Background: an optimization exercise with open tools, aiming at small area and a short achievable clock period. Do not read the settings as production practice. Function was checked by simulation only, so behaviour that the tests miss may differ from the original.

===== design/flow/run.sh =====
#!/bin/bash
# synth_recipe.tcl (not shown) runs the flow's synth.tcl, then flattens the netlist and writes it again
# the make line also repeats each setting of config.mk as NAME=value (left out here)
make -C /OpenROAD-flow-scripts/flow DESIGN_CONFIG=/design/flow/config.mk WORK_HOME=/design/flow/orfs CLKGATE_MAP_FILE= SYNTH_SCRIPT=/design/flow/synth_recipe.tcl finish

===== design/flow/config.mk =====
export PLATFORM = sky130hd
export DESIGN_NAME = matrix_multi
export DESIGN_NICKNAME = matrix_multi
export VERILOG_FILES = /design/flow/design.v
export SDC_FILE = /design/flow/constraint.sdc
export NUM_CORES = 8
export LEC_CHECK = 0
export CAP_MARGIN = 20
export CORE_MARGIN = 2
export CORE_UTILIZATION = 25
export SLEW_MARGIN = 20

===== design/flow/constraint.sdc =====
create_clock -name core_clock -period 13.0 [get_ports {clk}]
set_input_delay 2.6000 -clock core_clock [delete_from_list [all_inputs] [get_ports {clk}]]
set_output_delay 2.6000 -clock core_clock [all_outputs]
set_load 0.01 [all_outputs]

===== design/flow/design.v =====
`timescale 1ns / 1ps
module floating_multiplication(input clk,
input wire [31:0]a,
input wire [31:0]b,
output reg [31:0]product
);
reg [31:0]p;                  
wire [47:0] buff;   
wire [23:0]temp_a; 
wire [23:0]temp_b; 
assign temp_a={1'b1,a[22:0]};
assign temp_b={1'b1,b[22:0]};
assign buff=temp_a*temp_b;      
always@(*)
begin
if(a[30:23]==0)
p=0;
else if(b[30:23]==0)
p=0;
else if(a[30:23]==8'hff)
p=32'h7f800000;
else if(b[30:23]==8'hff)
p=32'h7f800000;
else
begin
p[31] = a[31]^b[31];                
p[30:23] = a[30:23]+b[30:23]-127;  
if(buff[47]==1)
begin
p[22:0] = buff[46:24];
p[30:23] = a[30:23]+b[30:23]-127+1;
end
else if(buff[46]==1)
begin
p[22:0] = buff[45:23];
p[30:23] = a[30:23]+b[30:23]-127;
end
else if(buff[45]==1)
begin
p[22:0] = buff[44:22];
p[30:23] = a[30:23]+b[30:23]-127-1;
end
else if(buff[44]==1)
begin
p[22:0] = buff[43:21];
p[30:23] = a[30:23]+b[30:23]-127-2;
end
else if(buff[43]==1)
begin
p[22:0] = buff[42:20];
p[30:23] = a[30:23]+b[30:23]-127-3;
end
else if(buff[42]==1)
begin
p[22:0] = buff[41:19];
p[30:23] = a[30:23]+b[30:23]-127-4;
end
else if(buff[41]==1)
begin
p[22:0] = buff[40:18];
p[30:23] = a[30:23]+b[30:23]-127-5;
end
else if(buff[40]==1)
begin
p[22:0] = buff[39:17];
p[30:23] = a[30:23]+b[30:23]-127-6;
end
else if(buff[39]==1)
begin
p[22:0] = buff[38:16];
p[30:23] = a[30:23]+b[30:23]-127-7;
end
else if(buff[38]==1)
begin
p[22:0] = buff[37:15];
p[30:23] = a[30:23]+b[30:23]-127-8;
end
else if(buff[37]==1)
begin
p[22:0] = buff[36:14];
p[30:23] = a[30:23]+b[30:23]-127-9;
end
else if(buff[36]==1)
begin
p[22:0] = buff[35:13];
p[30:23] = a[30:23]+b[30:23]-127-10;
end
else if(buff[35]==1)
begin
p[22:0] = buff[34:12];
p[30:23] = a[30:23]+b[30:23]-127-11;
end
else if(buff[34]==1)
begin
p[22:0] = buff[33:11];
p[30:23] = a[30:23]+b[30:23]-127-12;
end
else if(buff[33]==1)
begin
p[22:0] = buff[32:10];
p[30:23] = a[30:23]+b[30:23]-127-13;
end
else if(buff[32]==1)
begin
p[22:0] = buff[31:9];
p[30:23] = a[30:23]+b[30:23]-127-14;
end
else if(buff[31]==1)
begin
p[22:0] = buff[30:8];
p[30:23] = a[30:23]+b[30:23]-127-15;
end
else if(buff[30]==1)
begin
p[22:0] = buff[29:7];
p[30:23] = a[30:23]+b[30:23]-127-16;
end
else if(buff[29]==1)
begin
p[22:0] = buff[28:6];
p[30:23] = a[30:23]+b[30:23]-127-17;
end
else if(buff[28]==1)
begin
p[22:0] = buff[27:5];
p[30:23] = a[30:23]+b[30:23]-127-18;
end
else if(buff[27]==1)
begin
p[22:0] = buff[26:4];
p[30:23] = a[30:23]+b[30:23]-127-19;
end
else if(buff[26]==1)
begin
p[22:0] = buff[25:3];
p[30:23] = a[30:23]+b[30:23]-127-20;
end
else if(buff[25]==1)
begin
p[22:0] = buff[24:2];
p[30:23] = a[30:23]+b[30:23]-127-21;
end
else if(buff[24]==1)
begin
p[22:0] = buff[23:1];
p[30:23] = a[30:23]+b[30:23]-127-22;
end
else
begin
p[22:0] = buff[22:0];
p[30:23] = a[30:23]+b[30:23]-127-23;
end
end
end
always@(posedge clk)
begin
product <= p;
end
endmodule
`timescale 1ns / 1ps
module floating_adder(input clk,
input wire [31:0]a,
input wire [31:0]b,
output reg [31:0]sum
);
reg [31:0]s;                  
reg control;   
reg [24:0]buffer_sum;
reg [23:0]a_buff_m;                    
reg [23:0]b_buff_m;                    
reg [7:0]a_buff_e;                    
reg [7:0]b_buff_e;                    
reg [7:0]expo_compare_agb;          
reg [7:0]expo_compare_bga;          
reg sub_sign_compare_buffer;     
always@(*)
begin
if(a[31]+b[31]==0)
begin
control=0;
end
else if (a[31]+b[31] ==2'b10)
begin
control=0;
end
else
begin
control=1;
end
end
always@(*)
begin
buffer_sum = 0;
s = 0;
expo_compare_agb = a[30:23]-b[30:23];    
expo_compare_bga = b[30:23]-a[30:23];    
a_buff_m = {1'b1,a[22:0]};
b_buff_m = {1'b1,b[22:0]};
a_buff_e = a[30:23];
b_buff_e = b[30:23];
if(control==0)   
begin
s[31]=a[31];           
if(a[30:23]==b[30:23])   
begin
buffer_sum[24:0]=a_buff_m[23:0]+b_buff_m[23:0];
    if(buffer_sum[24]==1)
	begin
	s[22:0]=buffer_sum[23:1];
    s[30:23]=a[30:23]+1;
    end
	else
	begin
    s[22:0]=buffer_sum[22:0];
	s[30:23]=a[30:23];
	end
end
else if(a[30:23]>b[30:23])    
begin
    b_buff_m = b_buff_m>>expo_compare_agb;
    b_buff_e[7:0] = b_buff_e[7:0]+expo_compare_agb;
    buffer_sum[24:0]=a_buff_m[23:0]+b_buff_m[23:0];
	if(buffer_sum[24]==1)
	begin
	s[22:0]=buffer_sum[23:1];
	s[30:23]=a[30:23]+1;
	end
	else
	begin
	s[22:0]=buffer_sum[22:0];
	s[30:23]=a[30:23];
	end
end
else                     
begin
   a_buff_m = a_buff_m>>expo_compare_bga;
   a_buff_e[7:0] = a_buff_e[7:0]+expo_compare_bga;
    buffer_sum[24:0]=a_buff_m[23:0]+b_buff_m[23:0];
    if(buffer_sum[24]==1)
	begin
	s[22:0]=buffer_sum[23:1];
    s[30:23]=b[30:23]+1;
    end
	else
	begin
    s[22:0]=buffer_sum[22:0];
	s[30:23]=b[30:23];
	end
end
end
else         
begin
if(b[30:23]==a[30:23])
	begin
		s[31]=a[31];
	end	
else if(a[30:23]>b[30:23])   		 
	begin
		b_buff_m = b_buff_m>>expo_compare_agb;
		b_buff_e[7:0] = b_buff_e[7:0]+expo_compare_agb;
		s[31]=a[31];
	end
else if(b[30:23]>a[30:23])		 
	begin
		a_buff_m = a_buff_m>>expo_compare_bga;
		a_buff_e[7:0] = a_buff_e[7:0]+expo_compare_bga;
		s[31]=b[31];
   end
	if(a_buff_m>b_buff_m)
	begin
		buffer_sum[23:0]=a_buff_m[23:0]-b_buff_m[23:0];
	end
	else
	begin
		s[31]=b[31];
		buffer_sum[23:0]=b_buff_m[23:0]-a_buff_m[23:0];
	end
	if(buffer_sum[23]==1)
	begin
	s[22:0]=buffer_sum[22:0];
	s[30:23]=b_buff_e[7:0];
	end
	else if (buffer_sum[22]==1)
	begin
	s[30:23]=b_buff_e[7:0]-1;
	s[22:0]=buffer_sum<<1;
	end
	else if (buffer_sum[21]==1)
	begin
	s[30:23]=b_buff_e[7:0]-2;
	s[22:0]=buffer_sum<<2;
	end
	else if (buffer_sum[20]==1)
	begin
	s[30:23]=b_buff_e[7:0]-3;
	s[22:0]=buffer_sum<<3;
	end
	else if (buffer_sum[19]==1)
	begin
	s[30:23]=b_buff_e[7:0]-4;
	s[22:0]=buffer_sum<<4;
	end
	else if (buffer_sum[18]==1)
	begin
	s[30:23]=b_buff_e[7:0]-5;
	s[22:0]=buffer_sum<<5;
	end
	else if (buffer_sum[17]==1)
	begin
	s[30:23]=b_buff_e[7:0]-6;
	s[22:0]=buffer_sum<<6;
	end
	else if (buffer_sum[16]==1)
	begin
	s[30:23]=b_buff_e[7:0]-7;
	s[22:0]=buffer_sum<<7;
	end
	else if (buffer_sum[15]==1)
	begin
	s[30:23]=b_buff_e[7:0]-8;
	s[22:0]=buffer_sum<<8;
	end
	else if (buffer_sum[14]==1)
	begin
	s[30:23]=b_buff_e[7:0]-9;
	s[22:0]=buffer_sum<<9;
	end
	else if (buffer_sum[13]==1)
	begin
	s[30:23]=b_buff_e[7:0]-10;
	s[22:0]=buffer_sum<<10;
	end
	else if (buffer_sum[12]==1)
	begin
	s[30:23]=b_buff_e[7:0]-11;
	s[22:0]=buffer_sum<<11;
	end
	else if (buffer_sum[11]==1)
	begin
	s[30:23]=b_buff_e[7:0]-12;
	s[22:0]=buffer_sum<<12;
	end
	else if (buffer_sum[10]==1)
	begin
	s[30:23]=b_buff_e[7:0]-13;
	s[22:0]=buffer_sum<<13;
	end
	else if (buffer_sum[9]==1)
	begin
	s[30:23]=b_buff_e[7:0]-14;
	s[22:0]=buffer_sum<<14;
	end
	else if (buffer_sum[8]==1)
	begin
	s[30:23]=b_buff_e[7:0]-15;
	s[22:0]=buffer_sum<<15;
	end
	else if (buffer_sum[7]==1)
	begin
	s[30:23]=b_buff_e[7:0]-16;
	s[22:0]=buffer_sum<<16;
	end
	else if (buffer_sum[6]==1)
	begin
	s[30:23]=b_buff_e[7:0]-17;
	s[22:0]=buffer_sum<<17;
	end
	else if (buffer_sum[5]==1)
	begin
	s[30:23]=b_buff_e[7:0]-18;
	s[22:0]=buffer_sum<<18;
	end
	else if (buffer_sum[4]==1)
	begin
	s[30:23]=b_buff_e[7:0]-19;
	s[22:0]=buffer_sum<<19;
	end
	else if (buffer_sum[3]==1)
	begin
	s[30:23]=b_buff_e[7:0]-20;
	s[22:0]=buffer_sum<<20;
	end
	else if (buffer_sum[2]==1)
	begin
	s[30:23]=b_buff_e[7:0]-21;
	s[22:0]=buffer_sum<<21;
	end
	else if (buffer_sum[1]==1)
	begin
	s[30:23]=b_buff_e[7:0]-20;
	s[22:0]=buffer_sum<<20;
	end
	else
	begin
	s[30:23]=b_buff_e[7:0]-21;
	s[22:0]=buffer_sum<<21;
	end
end
end
always@(posedge clk)
begin
sum <= s;
end
endmodule
`timescale 1ns / 1ps
module matrix_multi(input clk,
input wire rst,                  
input wire in_valid,             
input wire[127:0] buff_x,
output wire out_valid,           
output wire[95:0] buff_y);
wire [31:0]A[0:2][0:3];			 
assign A[0][0] = 32'h3f000000;	 
assign A[0][1] = 32'hbfc00000;	 
assign A[0][2] = 32'hbf400000;	 
assign A[0][3] = 32'hbf600000;	 
assign A[1][0] = 32'h3f400000;	 
assign A[1][1] = 32'h3f000000;	 
assign A[1][2] = 32'hbf400000;	 
assign A[1][3] = 32'hbfa00000;	 
assign A[2][0] = 32'h3f400000;	 
assign A[2][1] = 32'hbe000000;	 
assign A[2][2] = 32'h3fb00000;	 
assign A[2][3] = 32'h3e800000;	 
wire [31:0]x1;
wire [31:0]x2;
wire [31:0]x3;
wire [31:0]x4;
assign x1 = buff_x[127:96];
assign x2 = buff_x[95:64];
assign x3 = buff_x[63:32];
assign x4 = buff_x[31:0];
wire [31:0]add00;
wire [31:0]add01;
wire [31:0]add02;
wire [31:0]add10;
wire [31:0]add11;
wire [31:0]add12;
wire [31:0]add20;
wire [31:0]add21;
wire [31:0]add22;
wire [31:0]mul00;
wire [31:0]mul01;
wire [31:0]mul02;
wire [31:0]mul03;
wire [31:0]mul10;
wire [31:0]mul11;
wire [31:0]mul12;
wire [31:0]mul13;
wire [31:0]mul20;
wire [31:0]mul21;
wire [31:0]mul22;
wire [31:0]mul23;
floating_multiplication mult00(clk,A[0][0],x1,mul00);
floating_multiplication mult01(clk,A[0][1],x2,mul01);
floating_multiplication mult02(clk,A[0][2],x3,mul02);
floating_multiplication mult03(clk,A[0][3],x4,mul03);
floating_multiplication mult10(clk,A[1][0],x1,mul10);
floating_multiplication mult11(clk,A[1][1],x2,mul11);
floating_multiplication mult12(clk,A[1][2],x3,mul12);
floating_multiplication mult13(clk,A[1][3],x4,mul13);
floating_multiplication mult20(clk,A[2][0],x1,mul20);
floating_multiplication mult21(clk,A[2][1],x2,mul21);
floating_multiplication mult22(clk,A[2][2],x3,mul22);
floating_multiplication mult23(clk,A[2][3],x4,mul23);
floating_adder ad00(clk,mul00,mul01,add00);
floating_adder ad01(clk,mul02,mul03,add01);
floating_adder ad02(clk,add00,add01,add02);
floating_adder ad10(clk,mul10,mul11,add10);
floating_adder ad11(clk,mul12,mul13,add11);
floating_adder ad12(clk,add10,add11,add12);
floating_adder ad20(clk,mul20,mul21,add20);
floating_adder ad21(clk,mul22,mul23,add21);
floating_adder ad22(clk,add20,add21,add22);
assign buff_y[95:64]=add02;
assign buff_y[63:32]=add12;
assign buff_y[31:0]=add22;
reg [2:0] valid_pipe;
always@(posedge clk)
begin
if(rst)
valid_pipe <= 3'b000;
else
valid_pipe <= {valid_pipe[1:0],in_valid};
end
assign out_valid=valid_pipe[2];
endmodule

==> notes.md <==
yosys warns 3; sequential-to-total area share from yosys stat about 6.4%; CTS Buf Count 91; startpoint types flip-flop; final max-slew violation count 0; CP top delay family compound AO/OA/AOI/OAI gates; HPWL Detailed between 700 and 800 mm; drt first pass iters 10; area share of the largest cell type after synthesis about 11%; critical path data required time about 14 ns; HP Start valid_pipe[0]; hold buffers post-CTS 0; Worst EP arrival around 12 ns; worst rel slew slack 10.69%; Max stage delay on crit path between 0.8 and 0.9 ns; drt total wl just over 1000 mm; CTS tree done; TNS Setup 0 ns; GP Congestion between 1 and 1.5; Reg clk slew, reported paths ~0.07 ns; die height 861.7 µm; Fill cells between 80000 and 90000; flop2flop setup slack approximately 2.1 ns; gr ovfl total 0; Tightest Pin Transition 1.332 ns; Max Buffers Root-to-Sink 4; R2R Path Start mult12.product[23]; Global Route Usage Sum between 20% and 30%; Final Cycle Share a little over four fifths; Final Skew 0.1245 ns; DR iter-0 viols between 30000 and 40000; worst setup margin between 2 and 2.5 ns; Crit Path Max Fanout 22; synth unique cells 130; HP Class reg -> reg; met1 usage 34.10%; Clock Latency Late Sink roughly 0.99 ns; chip width ~860 µm; Cell Rows 315; crit path kind reg -> reg; grt peak-use layer met2; Max Cap Violations 0; Achievable Freq 91.74 MHz; status no timing/DRC/antenna violations; core footprint roughly 730000 µm²; # IOs roughly 230; Antenna Violating Nets Remaining 0; clock root cell clkbuf_16; M2 GR Usage 38.40%; first-pass GRT wire length 1456 mm; synth top area cells ha_1 11%, a21oi_1 7.6%, dfxtp_1 6.4%; Global Route met3 Usage under 10%; EDFF count, synth 0; Hold Vio Cnt, Final 0; synthesized area per cell 6.575 µm²; FF-to-FF End ad01.sum[16]; Die ar. approximately 740000 µm²; Post-CTS Setup Inserts 0; Setup crit end kind flip-flop; synthesized flop and latch total between 500 and 600; share of cells above drive strength 1 roughly 7.6%; routed via count 226900; Tmin final 10.90 ns; Synth-to-Final Area Change 9.961%; Min-Delay Path Depth 1; drc violations 0; layout net count 28820; CP most frequent cell a21oi_1; largest net degree at the start of global routing 64; worst hold endpoint valid_pipe[1]; starting density of the core 25.05%; Via-to-Cell Ratio ~6.2; Util after Layout 27.54%; Synth area leader ha_1; initial antenna violation count 64; RSZ-0062 raised after global routing false; via count of the first global-routing pass slightly above 200k; CTS sink count between 500 and 600; routed len/inst 27.58 µm; worst setup path startpoint mult12.product[23]; most used flip-flop cell after synthesis dfxtp_1; Final Non-Filler Cells approximately 37000; worst slack, placed approximately 2.3 ns; Reg2Reg Depth 30; H-tree Lvls 3; Buf/Inv on CP 1; Worst path slowest cell a2111oi_0; Gate Count Post-Synth ~28000; Setup violations, final 0; FFs w/ async S/R, synth 0%; Synth Net Count between 20000 and 30000; PortBufs about 230; Inst Count DP roughly 37000; Mapped Area 183900 µm²; Resized Gates After CTS 0
## worst max path at each step
stage	cells past startpoint	to	slack (ns)
2_1_floorplan	33	ad10.sum[22]	5.46
3_3_place_gp	29	ad20.sum[28]	1.76
3_5_place_dp	30	ad20.sum[23]	2.29
4_1_cts	30	ad20.sum[23]	2.31
5_1_grt	30	ad20.sum[23]	1.60
6_report	30	ad01.sum[16]	2.10
## synth_stat cells, types with 251 or more instances
| master | count |
|---|---|
| a211oi_1 | 709 |
| a21o_1 | 573 |
| a21oi_1 | 2805 |
| a221oi_1 | 290 |
| a31oi_1 | 530 |
| clkbuf_1 | 1900 |
| dfxtp_1 | 584 |
| ha_1 | 1669 |
| inv_1 | 1202 |
| mux2i_1 | 749 |
| nand2_1 | 3050 |
| nand2b_1 | 256 |
| nand3_1 | 779 |
| nor2_1 | 2508 |
| nor2b_1 | 303 |
| nor3_1 | 993 |
| o211ai_1 | 493 |
| o21a_1 | 251 |
| o21ai_0 | 1940 |
| o221ai_1 | 270 |
| o22ai_1 | 280 |
| xnor2_1 | 1089 |
| xor2_1 | 381 |
## metal layers
layer  vias to the layer above  wire (µm)
met5                         -        260
met4                        36      68310
met3                      2876     107100
met2                     14430     422500
met1                    108000     418300
li1                     101600          -
## area by class of cell
class	count	area, µm²	area share [%]
Tap cell	9827	12300	6.080
Clock inverter	59	719.4	0.3557
Inverter	1244	4669	2.309
Multi-Input combinational cell	23880	161500	79.86
Sequential cell	584	11700	5.783
Clock buffer	102	2369	1.171
Timing Repair Buffer	1100	8833	4.368
Antenna cell	57	142.6	0.07053
## per-stage QoR
step	hold slack [ns]	area (µm²)
floorplan	0.4138	183900
global placement	0.4215	198800
detailed placement	0.4273	198900
CTS	0.4521	202000
global route	0.4530	202200
finish	0.4468	202200
## cell usage in the layout, fill, tap and decap left out, types with 135 or more instances in the layout
master,netlist,routed
o21a_1,251,251
xnor2_1,1089,946
a211oi_1,709,698
nand3_1,779,778
a221oi_1,290,288
and3_1,220,220
o31ai_1,210,199
mux2_2,188,188
nand4_1,189,189
o221ai_1,270,269
o22ai_1,280,278
nor2b_1,303,302
xnor2_2,9,146
a311oi_1,201,198
buf_4,13,872
and2_1,221,222
nand2b_1,256,256
nor3_1,993,972
or3_1,178,178
inv_1,1202,1202
mux2i_1,749,742
nand2_1,3050,3050
clkdlybuf4s50_1,0,227
a31oi_1,530,528
o211ai_1,493,493
xor2_1,381,303
o2111ai_1,137,137
dfxtp_1,584,580
a21oi_1,2805,2795
o311ai_0,184,180
ha_1,1669,1661
a21o_1,573,573
nor2_1,2508,2482
a2111oi_0,144,135
or2_2,159,159
o21ai_0,1940,1929
## logic make-up (layout without fill, tap and decap cells)
logic type / count (synthesis) / in the layout / synth area share [%]
buffers and inverters: 3511 / 2505 / 7.319
adder cells (fa/ha/maj): 1789 / 1789 / 12.65
XOR/XNOR: 1489 / 1489 / 7.192
AND/OR/NAND/NOR: 9212 / 9212 / 22.82
multiplexers: 1063 / 1063 / 6.746
other: 0 / 57 / 0
flip-flops: 584 / 584 / 6.357
AO/OA/AOI/OAI: 10330 / 10330 / 36.91

==> port drivers added, routing unchanged <==
No port has a modelled driver above. Below, the same layout with a new extraction and two added sets of constraints.
Step 1 (the two cells are an assumption about what drives the block):
set clk [get_ports {clk}]
set_driving_cell -lib_cell sky130_fd_sc_hd__clkbuf_16 $clk
set_driving_cell -lib_cell sky130_fd_sc_hd__buf_2 [delete_from_list [all_inputs] $clk]
Step 2 adds t to the input delays and takes it off the output delays; t is the mean of the earliest and latest rising clock arrival at the registers after step 1. Input paths then give back, and output paths get back, about the clock's delay inside the block.
Slacks: no drivers / after step 1 / after step 2; pairs: no drivers / after step 1.
t (ns): 1.053
setup slack, ns: 2.100 / 2.100 / 2.100
worst data-port slew with drivers (ns): 0.12
After both steps setup and hold are still met in this run. For this run, drivers alone change the setup slack by 0.000 ns; drivers and shift together by 0.000 ns.
